Source: an optimization exercise on an open RTL-to-GDS flow (aim: small area). Production flows keep margins and buffers that such runs may drop.
Only simulation tests tie the RTL to the original design; equivalence was not proved.
Power figures rest on the tool's default switching activity, not on a simulated workload.

==> flow/design.v (outline; a module is shown in full before it is edited, if it fits) <==
// module fft_core: 1202 lines
// module fa: 4 lines
// module ha: 4 lines
module fft_core (
   input               clk,
   input               rst_n,
   input        [3:0]  cfg_point,
   input               cfg_ifft,
   input        [5:0]  cfg_scaling,
   input               in_valid,
   input        [31:0] in_data,
   output logic        out_valid,
   output logic [31:0] out_data
);
  // ...
==> flow/flow/run.sh <==
#!/bin/bash
# Layout flow: the standard flow (standard.sh: ORFS from the standard
# synthesis script to finish) with these settings changed:
#  - ABC maps the logic between registers with an area-oriented script
#    (flow/abc_speed.script, used in place of ORFS's script of that name;
#    registers are mapped before ABC runs, so they are unchanged);
#  - the port buffers that global placement inserts are buf_2 cells;
#  - clock tree synthesis inserts no dummy loads.
# make's full output goes to flow_make.log in the work folder; ORFS keeps
# each step's log under orfs/logs/.
set -euo pipefail
rm -rf scripts_abc
cp -r "$FLOW_HOME/scripts" scripts_abc
cp flow/abc_speed.script scripts_abc/abc_speed.script
bash standard.sh \
  "SCRIPTS_DIR=$PWD/scripts_abc" \
  "BUFFER_PORTS_ARGS=-buffer_cell sky130_fd_sc_hd__buf_2" \
  "CTS_ARGS=-sink_clustering_enable -repair_clock_nets -dont_use_dummy_load -buf_list {sky130_fd_sc_hd__clkbuf_4 sky130_fd_sc_hd__clkbuf_8} -sink_clustering_size 20 -sink_clustering_max_diameter 60" \
  finish > flow_make.log 2>&1
==> flow/flow/abc_speed.script <==
&get -n
&st
&dch
&nf -a -R 1000 -E 100 -F 8 -A 6
&put
topo
stime -c
==> flow/standard.sh <==
#!/bin/bash
# synth_recipe.tcl (not shown) runs the flow's synth.tcl, then flattens the netlist and writes it again
# the make line also repeats each setting of config.mk as NAME=value (left out here)
make -C /OpenROAD-flow-scripts/flow DESIGN_CONFIG=/design/flow/config.mk WORK_HOME=/design/flow/orfs CLKGATE_MAP_FILE= SYNTH_SCRIPT=/design/flow/synth_recipe.tcl "${@:-finish}"
==> flow/config.mk <==
export PLATFORM = sky130hd
export DESIGN_NAME = fft_core
export DESIGN_NICKNAME = fft_core
export VERILOG_FILES = /design/flow/design.v
export SDC_FILE = /design/flow/constraint.sdc
export NUM_CORES = 4
export LEC_CHECK = 0
export CAP_MARGIN = 0
export CORE_MARGIN = 2
export CORE_UTILIZATION = 75
export CTS_BUF_LIST = sky130_fd_sc_hd__clkbuf_4 sky130_fd_sc_hd__clkbuf_8
export CTS_CLUSTER_DIAMETER = 60
export CTS_CLUSTER_SIZE = 20
export GPL_TIMING_DRIVEN = 0
export PLACE_DENSITY = 0.85
export SLEW_MARGIN = 0
export SYNTH_HIERARCHICAL = 1
export SYNTH_MEMORY_MAX_BITS = 65536
==> flow/constraint.sdc <==
create_clock -name core_clock -period 20.0 [get_ports {clk}]
set_input_delay 4.0000 -clock core_clock [delete_from_list [all_inputs] [get_ports {clk}]]
set_output_delay 4.0000 -clock core_clock [all_outputs]
set_load 0.01 [all_outputs]
==> impl_metrics.csv, run 1 <==
group,metric,value,unit
run_status,outcome,"timing/DRC/antenna clean",
worst_setup_path,cp.arrival,15.61,ns
layout,register_area,5910,um^2
min_path,hold_end,"dl4[1][8]",
power,pg_seq,722,uW
cts,path_clk_slew,0.11,ns
floorplan,die_h,165,um
grt,grt_pass1_wl,78800,um
cts,cts_made_buffers,23,
timing,setup_ws,0.392,ns
grt,use_met3,6.39,%
cts,htreeDepth,1,
layout,final_cell_mix,"dfxtp_1 (288), fa_1 (269), a21oi_1 (210)",
timing,fmax,51.0,MHz
synthesis,synth_area_leaders,"dfxtp_1 (30%), fa_1 (30%), mux2i_1 (7.3%)",
timing,fin_crit,19.61,ns
synthesis,yosys_warnings,9,
worst_setup_path,crit_top_cell,"fa_1",
route,wl_per_cell,23.0,um
worst_setup_path,critPathCaptureType,"primary output",
power,switchingPower,1000,uW
layout,final_cell_area,21300,um^2
grt,grt-ovfl-total,0,
floorplan,io_pins,79,
synthesis,synth_commonest_cells,"dfxtp_1 (292), fa_1 (287), a21oi_1 (212)",
route,drt_drc_violations_left,0,
worst_setup_path,crit_type,"reg -> out",
layout,buffers,105,
synthesis,async_flop_share,0,%
placed_design,post-place-ws,-0.888,ns
cts,root_buffer,"clkbuf_8",
==> run 2: changes to the inputs <==
--- a/flow/config.mk
+++ b/flow/config.mk
@@ -13,3 +13,2 @@
 export CTS_CLUSTER_SIZE = 20
-export GPL_TIMING_DRIVEN = 0
 export PLACE_DENSITY = 0.85
==> run 2 against run 1 <==
Net effect: synthesized cell count did not move; critical endpoint is now out_data[18]; clock skew rose by 0.015 ns; maximum frequency barely moved; final cell count rose by 1.0%; via count fell by 0.20%.
==> impl_metrics.csv, run 2 <==
group,metric,value,unit
cts,path_clk_slew,0.09,ns
cts,cts_tree,"yes",
worst_setup_path,crit_top_cell,"fa_1",
cts,clock_path_buffers,3,
placed_design,dp_hpwl,39000,um
synthesis,synth_ff_type,"dfxtp_1",
synthesis,yosysMostFrequentCell,"dfxtp_1",
synthesis,synth_area_leaders,"dfxtp_1 (30%), fa_1 (30%), mux2i_1 (7.3%)",
synthesis,ys_types,44,
route,detail-route-antenna-nets,0,
power,p_clk_share,12.9,%
route,drt_drc_violations_left,0,
floorplan,std_cell_rows,58,
layout,fin_util,83.5,%
worst_setup_path,worstPathMaxFanout,7,
timing,finalCritPeriodShare,98.1,%
timing,fin_crit,19.61,ns
worst_setup_path,cp.arrival,15.61,ns
synthesis,async_flop_share,0,%
route,finalWirelength,51500,um
min_path,hold_class,"reg -> reg",
timing,setup_ws,0.390,ns
placed_design,post-place-ws,0.502,ns
grt,grt_max_degree,58,
worst_setup_path,crit_type,"reg -> out",
timing,finalSetupViolCount,0,
power,comb_power_share,55.7,%
synthesis,ys_seq_area_share,30.4,%
worst_setup_path,cp-start-kind,"flop",
synthesis,synth_edf_count,2,
timing,fmax,51.0,MHz
floorplan,die_w,165,um
layout,regMostFlops,"dl8",
synthesis,yosys_warnings,9,
synthesis,netlist_area,19500,um^2
worst_setup_path,max_stage_delay,0.41,ns
timing,tns,0,ns
synthesis,synthCells,1753,
power,pwr-share-seq,31.4,%
route,vias_per_cell,6.79,
cts,cts_hold_buf,0,
worst_setup_path,critPathCaptureType,"primary output",
placed_design,dp.cells,2197,
layout,area_growth,8.75,%
floorplan,die_h,165,um
cts,htreeDepth,1,
timing,skew,0.0633,ns
floorplan,io_pins,79,
route,wl_per_cell,23.1,um
cts,cts_made_buffers,24,
synthesis,syn-num-nets,2128,
timing,timing.final.hold_violations,0,
worst_setup_path,cp_slowest_cell,"fa_1",
layout,top_regs,"dl8: 132 flops, dl4: 64 flops",
route,first_pass_iters,8,
floorplan,core-area,25300,um^2
timing,slew-limit-headroom,24.3,%
floorplan,dieArea,27200,um^2
power,power.density,109,nW/um^2
power,total_power,2300,uW
power,p_leak,0.00859,uW
grt,grt-ovfl-total,0,
run,drv_cap,0,
placed_design,port_buffers,78,
placed_design,routabilityCongestion,0.978,
layout,largest_reg_flops,132,
layout,final_common_cell,"dfxtp_1",
grt,antenna_found_initial,0,
power,switchingPower,992,uW
power,peakVddDrop,0.0000949,V
worst_setup_path,cp.required,16.00,ns
cts,clock_latency,0.60,ns
layout,nets,2280,
synthesis,synth_top_area_cell,"dfxtp_1",
synthesis,netlist.area_leader.share,30.0,%
floorplan,start_util,76.8,%
run_status,outcome,"timing/DRC/antenna clean",
grt,track_usage,38.6,%
timing,drv_slew,0,
layout,antenna_cells,0,
route,drt_iter0_drc,1467,
grt,first_global_vias,15430,
synthesis,synth_seq_cells,294,
layout,fillers,1458,
layout,final_cells,2233,
grt,grt_pass1_wl,81100,um
timing,worst_pin_slew,1.13,ns
synthesis,postSynthAreaPerCell,11.1,um^2
power,swShare,43.2,%
power,p_int,1310,uW
cts,root_buffer,"clkbuf_8",
layout,drive_above_1_share,9.93,%
worst_setup_path,r2r_slack,1.82,ns
layout,final_cell_mix,"dfxtp_1 (290), fa_1 (273), a21oi_1 (212)",
synthesis,synth_commonest_cells,"dfxtp_1 (292), fa_1 (287), a21oi_1 (212)",
route,num_vias,15159,
cts,cts.sinks,294,
run 2: critical path, delay by kind of cell, from the launching register on:
kind | cells | cell delay (ns)
multiplexers | 2 | 0.48
buffers and inverters | 3 | 0.58
XOR/XNOR | 2 | 0.35
adder cells (fa/ha/maj) | 32 | 12.05
flip-flops | 1 | 0.35
AND/OR/NAND/NOR | 4 | 0.53
AO/OA/AOI/OAI | 4 | 0.68
run 2: Yosys stat by module (local to each module, per instance):
| module | flip-flops and latches | cells |
|---|---|---|
| fft_core | 294 | 1436 |
| fa | 0 | 1 |
| ha | 0 | 1 |
run 2: area by class of cell:
class / count / area (um^2) / area share (%)
clock buffer: 24 / 330 / 1.56
multi-input combinational: 1301 / 13200 / 62.2
inverter: 158 / 593 / 2.80
tap: 330 / 413 / 1.95
sequential: 294 / 5910 / 27.9
timing repair buffer: 126 / 759 / 3.59
run 2: metal layers:
metal	wire length [um]	global-route usage (%)
met1	19200	48.7
met2	25900	66.2
met5	0	0
met4	2370	16.2
met3	4110	6.57
run 2: stage by stage:
stage	area [um^2]	hold WS, ns
floorplan	19500	0.310
global placement	20600	0.310
detailed placement	20600	0.312
CTS	20900	0.308
global route	21200	0.306
finish	21200	0.306
run 2: worst paths after layout:
check,from,endpoint,cells past startpoint
max,dl4[1][16],out_data[18],47
min,dl8[0][9],dl8[1][9],0
max reg2reg,mB,cd[17],43
min reg2reg,dl8[0][9],dl8[1][9],0
run 2: kinds of logic (layout without fill, tap and decap cells):
logic type	after synthesis	in the layout	synth area share (%)
buffers and inverters	158	308	3.05
xor gates and xnor gates	12	12	0.540
adders and majority gates	336	336	32.6
AOI/OAI and AO/OA	552	552	18.8
and+or+nand+nor	217	217	4.93
DFF	294	294	30.4
muxes	184	184	9.74
run 2: repair_timing:
item | 4_1_cts | 5_1_grt
setup endpoints to repair | 12 | 31
cloned | 0 | 3
resized for setup | 4 | 42
pin swaps | 0 | 6
buffers inserted | 0 | 9
run 2: power by group through the flow:
stage	combinational, uW	sequential, uW	clock (uW)
6_report	1280	722	296
5_1_grt	1430	731	316
2_1_floorplan	874	715	0
3_5_place_dp	1240	734	0
3_3_place_gp	1180	731	0
4_1_cts	1250	720	298
==> run 3: changes to the inputs <==
--- a/flow/flow/run.sh
+++ b/flow/flow/run.sh
@@ -16,3 +16,3 @@
   "SCRIPTS_DIR=$PWD/scripts_abc" \
-  "BUFFER_PORTS_ARGS=-buffer_cell sky130_fd_sc_hd__buf_2" \
+  "BUFFER_PORTS_ARGS=-buffer_cell sky130_fd_sc_hd__buf_1" \
   "CTS_ARGS=-sink_clustering_enable -repair_clock_nets -dont_use_dummy_load -buf_list {sky130_fd_sc_hd__clkbuf_4 sky130_fd_sc_hd__clkbuf_8} -sink_clustering_size 20 -sink_clustering_max_diameter 60" \
==> run 3 against run 2 <==
Net effect: cell area down 0.19%; global-route usage down 0.76 points; power down 0.68%; setup slack worse by 0.055 ns; sequential share of layout area about the same; synthesized cell count unchanged; clock-buffer cell count down 2; clock skew down 0.017 ns; non-clock buffer count down 2; final cell count down 0.18%; critical endpoint is now out_data[2]; largest power group unchanged.
==> impl_metrics.csv, run 3 <==
group,metric,value,unit
synthesis,yosysMostFrequentCell,"dfxtp_1",
synthesis,netlist_area,19500,um^2
layout,antenna_cells,0,
route,drt_iter0_drc,1623,
worst_setup_path,cp_slowest_cell,"fa_1",
timing,slew-limit-headroom,22.6,%
synthesis,synth_commonest_cells,"dfxtp_1 (292), fa_1 (287), a21oi_1 (212)",
worst_setup_path,cp_top_family,"adder cells",
worst_setup_path,crit_type,"reg -> out",
floorplan,core-area,25300,um^2
synthesis,postSynthAreaPerCell,11.1,um^2
route,num_vias,15204,
grt,grt_pass1_wl,79500,um
worst_setup_path,cp-start-kind,"flop",
worst_setup_path,max_stage_delay,0.43,ns
floorplan,die_h,165,um
placed_design,dp_hpwl,38500,um
worst_setup_path,worstRegToRegCells,44,
cts,cts_tree,"yes",
route,vias_per_cell,6.82,
worst_setup_path,cp.arrival,15.66,ns
synthesis,yosys_warnings,9,
min_path,hold_end,"dl8[2][10]",
cts,path_clk_slew,0.11,ns
grt,first_global_vias,15338,
worst_setup_path,worstPathMaxFanout,10,
worst_setup_path,r2r_slack,1.97,ns
cts,clock_path_buffers,3,
run,drv_cap,0,
floorplan,std_cell_rows,58,
cts,root_buffer,"clkbuf_8",
synthesis,netlist.area_leader.share,30.0,%
floorplan,die_w,165,um
run_status,outcome,"timing/DRC/antenna clean",
floorplan,dieArea,27200,um^2
timing,fmax,50.9,MHz
grt,antenna_found_initial,0,
placed_design,port_buffers,78,
worst_setup_path,path_buf_inv,4,
timing,holdWs,0.303,ns
route,detail-route-antenna-nets,0,
floorplan,start_util,76.8,%
layout,fin_util,83.4,%
worst_setup_path,crit_top_cell,"fa_1",
timing,skew,0.0464,ns
min_path,hold_class,"reg -> reg",
power,p_leak,0.00838,uW
route,drt_drc_violations_left,0,
worst_setup_path,critPathCaptureType,"primary output",
layout,final_common_cell,"dfxtp_1",
layout,area_growth,8.55,%
placed_design,post-place-ws,0.552,ns
route,finalWirelength,50800,um
power,power.density,108,nW/um^2
timing,timing.final.hold_violations,0,
timing,setup_ws,0.335,ns
timing,finalCritPeriodShare,98.3,%
layout,regMostFlops,"dl8",
cts,cts.sinks,294,
timing,finalSetupViolCount,0,
timing,fin_crit,19.66,ns
power,peakVddDrop,0.000111,V
cts,cts_hold_buf,0,
grt,grt-ovfl-total,0,
synthesis,synth_seq_cells,294,
layout,top_regs,"dl8: 132 flops, dl4: 64 flops",
placed_design,routabilityCongestion,0.981,
layout,final_cell_mix,"dfxtp_1 (291), fa_1 (273), a21oi_1 (211)",
synthesis,async_flop_share,0,%
cts,htreeDepth,1,
cts,clock_latency,0.58,ns
floorplan,io_pins,79,
synthesis,synth_edf_count,2,
synthesis,synth_ff_type,"dfxtp_1",
worst_setup_path,startpoint,"dl4[1][0]",
grt,track_usage,37.8,%
cts,cts_made_buffers,22,
route,wl_per_cell,22.8,um
min_path,whs_path_depth,0,
route,first_pass_iters,8,
grt,grt_max_degree,56,
worst_setup_path,regToRegEndpoint,"cd[26]",
timing,worst_pin_slew,1.16,ns
layout,largest_reg_flops,132,
min_path,min_from,"dl8[1][10]",
synthesis,synthCells,1753,
timing,drv_slew,0,
synthesis,synth_top_area_cell,"dfxtp_1",
synthesis,synth_area_leaders,"dfxtp_1 (30%), fa_1 (30%), mux2i_1 (7.3%)",
synthesis,ys_seq_area_share,30.4,%
layout,drive_above_1_share,6.58,%
synthesis,ys_types,44,
layout,nets,2276,
worst_setup_path,cp.required,16.00,ns
worst_setup_path,rr_startpoint,"mB",
synthesis,syn-num-nets,2128,
==> run 3: cell counts after synthesis <==
No cell type changed its count.
==> run 3: per-stage QoR <==
stage	power [uW]	std cells	instance area [um^2]	TNS (ns)
floorplan	1590	1753	19500	0
global placement	1900	2197	20500	0
detailed placement	1950	2197	20500	0
CTS	2240	2219	20800	0
global route	2450	2229	21100	-0.718
finish	2280	2229	21100	0
==> run 3: how the worst max path moves through the flow <==
stage                              end  cells past startpoint  slack [ns]
after floorplan           out_data[23]                     43        0.60
after global placement    out_data[21]                     46        1.06
after detailed placement  out_data[21]                     46        0.55
after CTS                 out_data[21]                     46        0.03
after global routing      out_data[21]                     47       -0.11
final                      out_data[2]                     47        0.34
==> run 3: cell type report <==
| class | instances | area (um^2) |
|---|---|---|
| multi-input cells | 1301 | 13200 |
| inverters | 158 | 593 |
| well taps | 330 | 413 |
| clock buffers | 22 | 303 |
| fillers | 1532 | 4210 |
| flip-flops and latches | 294 | 5910 |
| repair buffers | 124 | 662 |
==> run 3: Yosys stat by module (local to each module, per instance) <==
module    cells inside  flip-flops and latches  copies in the design
fft_core          1436                     294                     1
fa                   1                       0                   287
ha                   1                       0                    30
==> run 3: where the power goes <==
part           internal (uW)  total [uW]  switching, uW  leakage (uW)
registers                661         722           61.3       0.00248
logic                    537        1280            739       0.00575
clock network           98.8         283            184      0.000158
total                   1300        2280            985       0.00838
==> run 3: logic make-up after synthesis <==
group	after synthesis	synth area share, %
AOI/OAI and AO/OA	552	18.8
xor gates and xnor gates	12	0.540
buffers and inverters	158	3.05
muxes	184	9.74
adders and majority gates	336	32.6
DFF	294	30.4
and+or+nand+nor	217	4.93
==> run 3: routing by layer <==
| metal | track usage [%] | part of all wire (%) | up-vias |
|---|---|---|---|
| met1 | 47.7 | 37 | 7607 |
| met4 | 14.7 | 4.5 | 0 |
| li1 | - | - | 6664 |
| met2 | 66.1 | 51 | 764 |
| met3 | 5.69 | 7.2 | 169 |
| met5 | 0 | 0 | - |
==> run 3: repair_timing <==
item / CTS / global route
endpoints found under the setup margin: 11 / 31
gates resized for setup: 2 / 67
buffers inserted: 0 / 8
gates cloned: 0 / 2
pin swaps: 0 / 5
endpoints found under the hold margin: 0 / 0
==> run 4: changes to the inputs <==
--- a/flow/flow/run.sh
+++ b/flow/flow/run.sh
@@ -6,3 +6,3 @@
 #    registers are mapped before ABC runs, so they are unchanged);
-#  - the port buffers that global placement inserts are buf_2 cells;
+#  - the port buffers that global placement inserts are buf_1 cells;
 #  - clock tree synthesis inserts no dummy loads.
==> flow/flow/abc_speed.script (replaced) <==
&get -n
&st
&dch
&nf -a -R 1000 -E 100 -F 8 -A 6
&st
&dch
&nf -a -R 1000 -E 100 -F 8 -A 6
&put
topo
stime -c
==> run 4 against run 3 <==
Net effect: via count about the same; synthesized cell count increased by 0.46%; die area decreased by 0.54%; final cell count increased by 0.49%; wire length increased by 0.57%; sequential cell count unchanged; cell area decreased by 0.60%; worst hold slack got worse by 0.0084 ns; critical endpoint is now out_data[26]; largest cell class unchanged.
==> impl_metrics.csv, run 4 <==
group,metric,value,unit
worst_setup_path,max_stage_delay,0.40,ns
timing,finalCritPeriodShare,98.5,%
synthesis,synth_adder_area_share,32.4,%
synthesis,netlist_area,19300,um^2
floorplan,std_cell_rows,58,
route,wl_per_cell,22.8,um
cts,cts.sinks,294,
timing,setup_ws,0.299,ns
synthesis,synth_compound_area_share,19.9,%
floorplan,start_util,76.6,%
worst_setup_path,cp.required,16.00,ns
grt,grt-ovfl-total,0,
grt,use_met3,7.08,%
synthesis,ys_seq_area_share,30.5,%
grt,track_usage,37.9,%
timing,drv_slew,0,
power,total_power,2270,uW
placed_design,dp_hpwl,38600,um
cts,clock_latency,0.59,ns
layout,final_cells,2240,
power,comb_power_share,55.9,%
min_path,hold_class,"reg -> reg",
grt,use_met1,46.3,%
route,vias_per_cell,6.78,
synthesis,synth_commonest_cells,"dfxtp_1 (292), fa_1 (287), a21oi_1 (245)",
route,drt_iter0_drc,1310,
power,p_clk_share,12.3,%
placed_design,routabilityCongestion,1.00,
power,swShare,43.2,%
synthesis,synth_edf_count,2,
power,p_leak,0.00835,uW
placed_design,dp.cells,2209,
layout,area_growth,8.48,%
synthesis,postSynthAreaPerCell,11.0,um^2
layout,nets,2286,
floorplan,core-area,25300,um^2
run_status,outcome,"timing/DRC/antenna clean",
synthesis,synth_xor_area_share,0.543,%
timing,skew,0.0497,ns
synthesis,synthSimpleGateAreaFrac,4.27,%
timing,timing.final.hold_violations,0,
layout,final_cell_mix,"dfxtp_1 (291), fa_1 (280), a21oi_1 (243)",
synthesis,synth.area.mux_share,9.32,%
worst_setup_path,cp-start-kind,"flop",
cts,root_buffer,"clkbuf_8",
floorplan,die_w,165,um
timing,fmax,50.8,MHz
synthesis,syn-num-nets,2136,
power,switchingPower,984,uW
layout,final_common_cell,"dfxtp_1",
timing,fin_crit,19.70,ns
grt,antenna_found_initial,1,
synthesis,synth_seq_cells,294,
grt,first_global_vias,15130,
route,drt_drc_violations_left,0,
cts,cts_tree,"yes",
timing,worst_pin_slew,1.12,ns
synthesis,synthCells,1761,
cts,cts_made_buffers,22,
synthesis,async_flop_share,0,%
grt,grt_max_degree,89,
synthesis,synth_top_area_cell,"dfxtp_1",
synthesis,synth_area_leaders,"dfxtp_1 (30%), fa_1 (30%), mux2i_1 (7.8%)",
cts,clock_path_buffers,3,
cts,htreeDepth,1,
cts,path_clk_slew,0.12,ns
layout,top_regs,"dl8: 132 flops, dl4: 64 flops",
layout,drive_above_1_share,6.13,%
worst_setup_path,crit_type,"reg -> out",
power,peakVddDrop,0.0000927,V
route,finalWirelength,51100,um
power,pwr-share-seq,31.8,%
cts,cts_hold_buf,0,
worst_setup_path,crit_top_cell,"fa_1",
worst_setup_path,critPathCaptureType,"primary output",
worst_setup_path,worstPathMaxFanout,16,
floorplan,die_h,165,um
layout,regMostFlops,"dl8",
power,power.density,108,nW/um^2
grt,grt_pass1_wl,78900,um
route,first_pass_iters,10,
floorplan,dieArea,27100,um^2
worst_setup_path,cp.arrival,15.70,ns
synthesis,synth_top_family_by_area,"adder cells",
placed_design,post-place-ws,0.529,ns
run,drv_cap,0,
power,p_int,1290,uW
grt,top_usage_layer,"met2",
synthesis,ys_types,38,
grt,met2_usage,65.7,%
placed_design,port_buffers,78,
route,detail-route-antenna-nets,0,
timing,tns,0,ns
timing,finalSetupViolCount,0,
synthesis,yosysMostFrequentCell,"dfxtp_1",
layout,fin_util,83.1,%
layout,largest_reg_flops,132,
synthesis,synth_ff_type,"dfxtp_1",
synthesis,yosys_warnings,9,
synthesis,netlist.area_leader.share,30.2,%
floorplan,io_pins,79,
timing,slew-limit-headroom,25.1,%
worst_setup_path,cp_slowest_cell,"fa_1",
route,num_vias,15191,
run 4: through the flow:
stage | hold WS [ns] | area [um^2]
finish | 0.295 | 21000
global route | 0.302 | 21000
CTS | 0.299 | 20700
detailed placement | 0.312 | 20400
global placement | 0.310 | 20400
floorplan | 0.310 | 19300
run 4: what timing repair did:
item	in CTS	in global routing
pin swaps	0	3
resized for setup	2	49
cloned	0	3
buffers inserted	0	5
endpoints found under the setup margin	5	31
hold endpoints to repair	0	0
run 4: cell type report:
cell class                 count  area [um^2]
clock buffer                  22          303
timing repair buffer         126          667
inverter                     157          589
sequential                   294         5910
antenna                        1         2.50
fill                        1521         4260
tap                          330          413
multi-input combinational   1310        13100
run 4: per-module statistics from Yosys, one instance, submodules excluded:
module    cells  area (um^2)  flops+latches
ha            1         12.5              0
fft_core   1444        13200            294
fa            1         20.0              0
run 4: cell families after synthesis:
group | count (synthesis)
simple gates | 188
xor+xnor | 12
fa+ha+maj | 329
flops | 294
mux | 177
compound gates | 604
buf+inv | 157
run 4: critical path, delay by kind of cell, from the launching register on:
kind	cells	cell delay, ns
fa+ha+maj	32	12.20
compound gates	5	1.08
xor+xnor	2	0.41
simple gates	4	0.36
mux	1	0.36
flops	1	0.35
buf+inv	2	0.34
run 4: path summary, 6_finish.rpt:
check                           startpoint           end  slack (ns)  depth (start not counted)
worst max register to register          mB         cd[0]        1.39                         45
worst max-delay path            dl4[1][16]  out_data[26]        0.30                         46
worst min-delay path            dl8[0][12]    dl8[1][12]        0.29                          0
worst min register to register  dl8[0][12]    dl8[1][12]        0.29                          0
run 4: power by group through the flow:
| stage | sequential (uW) | clock [uW] | combinational (uW) |
|---|---|---|---|
| after global routing | 731 | 300 | 1410 |
| after global placement | 731 | 0 | 1170 |
| final | 722 | 280 | 1270 |
| after CTS | 721 | 283 | 1230 |
| after floorplan | 714 | 0 | 878 |
| after detailed placement | 734 | 0 | 1220 |
run 4: layer usage:
layer	vias to the layer above	wire length, um
li1	6687	-
met1	7526	18600
met2	801	25500
met3	177	4120
met4	0	2880
met5	-	0

## re-timing with driven ports
The results above use ideal ports. As a check the final layouts listed here were re-extracted and re-timed, cells and wires unchanged. Step 1 (the two cells are an assumption about what drives the block):
set clk [get_ports {clk}]
set_driving_cell -lib_cell sky130_fd_sc_hd__clkbuf_16 $clk
set_driving_cell -lib_cell sky130_fd_sc_hd__buf_2 [delete_from_list [all_inputs] $clk]
Step 2 moves the port delays by t, midway between the first and last clock arrival at a register: inputs arrive t later, outputs are due t later. That takes back most of the time a late clock gives input paths. a / b / c = ideal ports / drivers / drivers and shift; a / b = the first two.
| run | t (ns) | setup WS [ns] | worst hold slack (ns) | worst setup path at the end | worst slew at a driven data input, ns |
|---|---|---|---|---|---|
| run 1 | 0.619 | 0.392 / 0.346 / 0.012 | 0.299 / 0.299 / 0.299 | input to register | 0.04 |
| run 2 | 0.619 | 0.390 / 0.343 / 0.962 | 0.306 / 0.306 / 0.306 | register to output | 0.04 |
| run 3 | 0.603 | 0.335 / 0.289 / 0.892 | 0.303 / 0.303 / 0.303 | register to output | 0.05 |
| run 4 | 0.611 | 0.299 / 0.250 / 0.861 | 0.295 / 0.295 / 0.295 | register to output | 0.03 |
After both steps setup and hold are still met in every run listed. The setup slack of run 1, which loses most, moves by -0.046 ns with the drivers and by -0.380 ns with both steps.
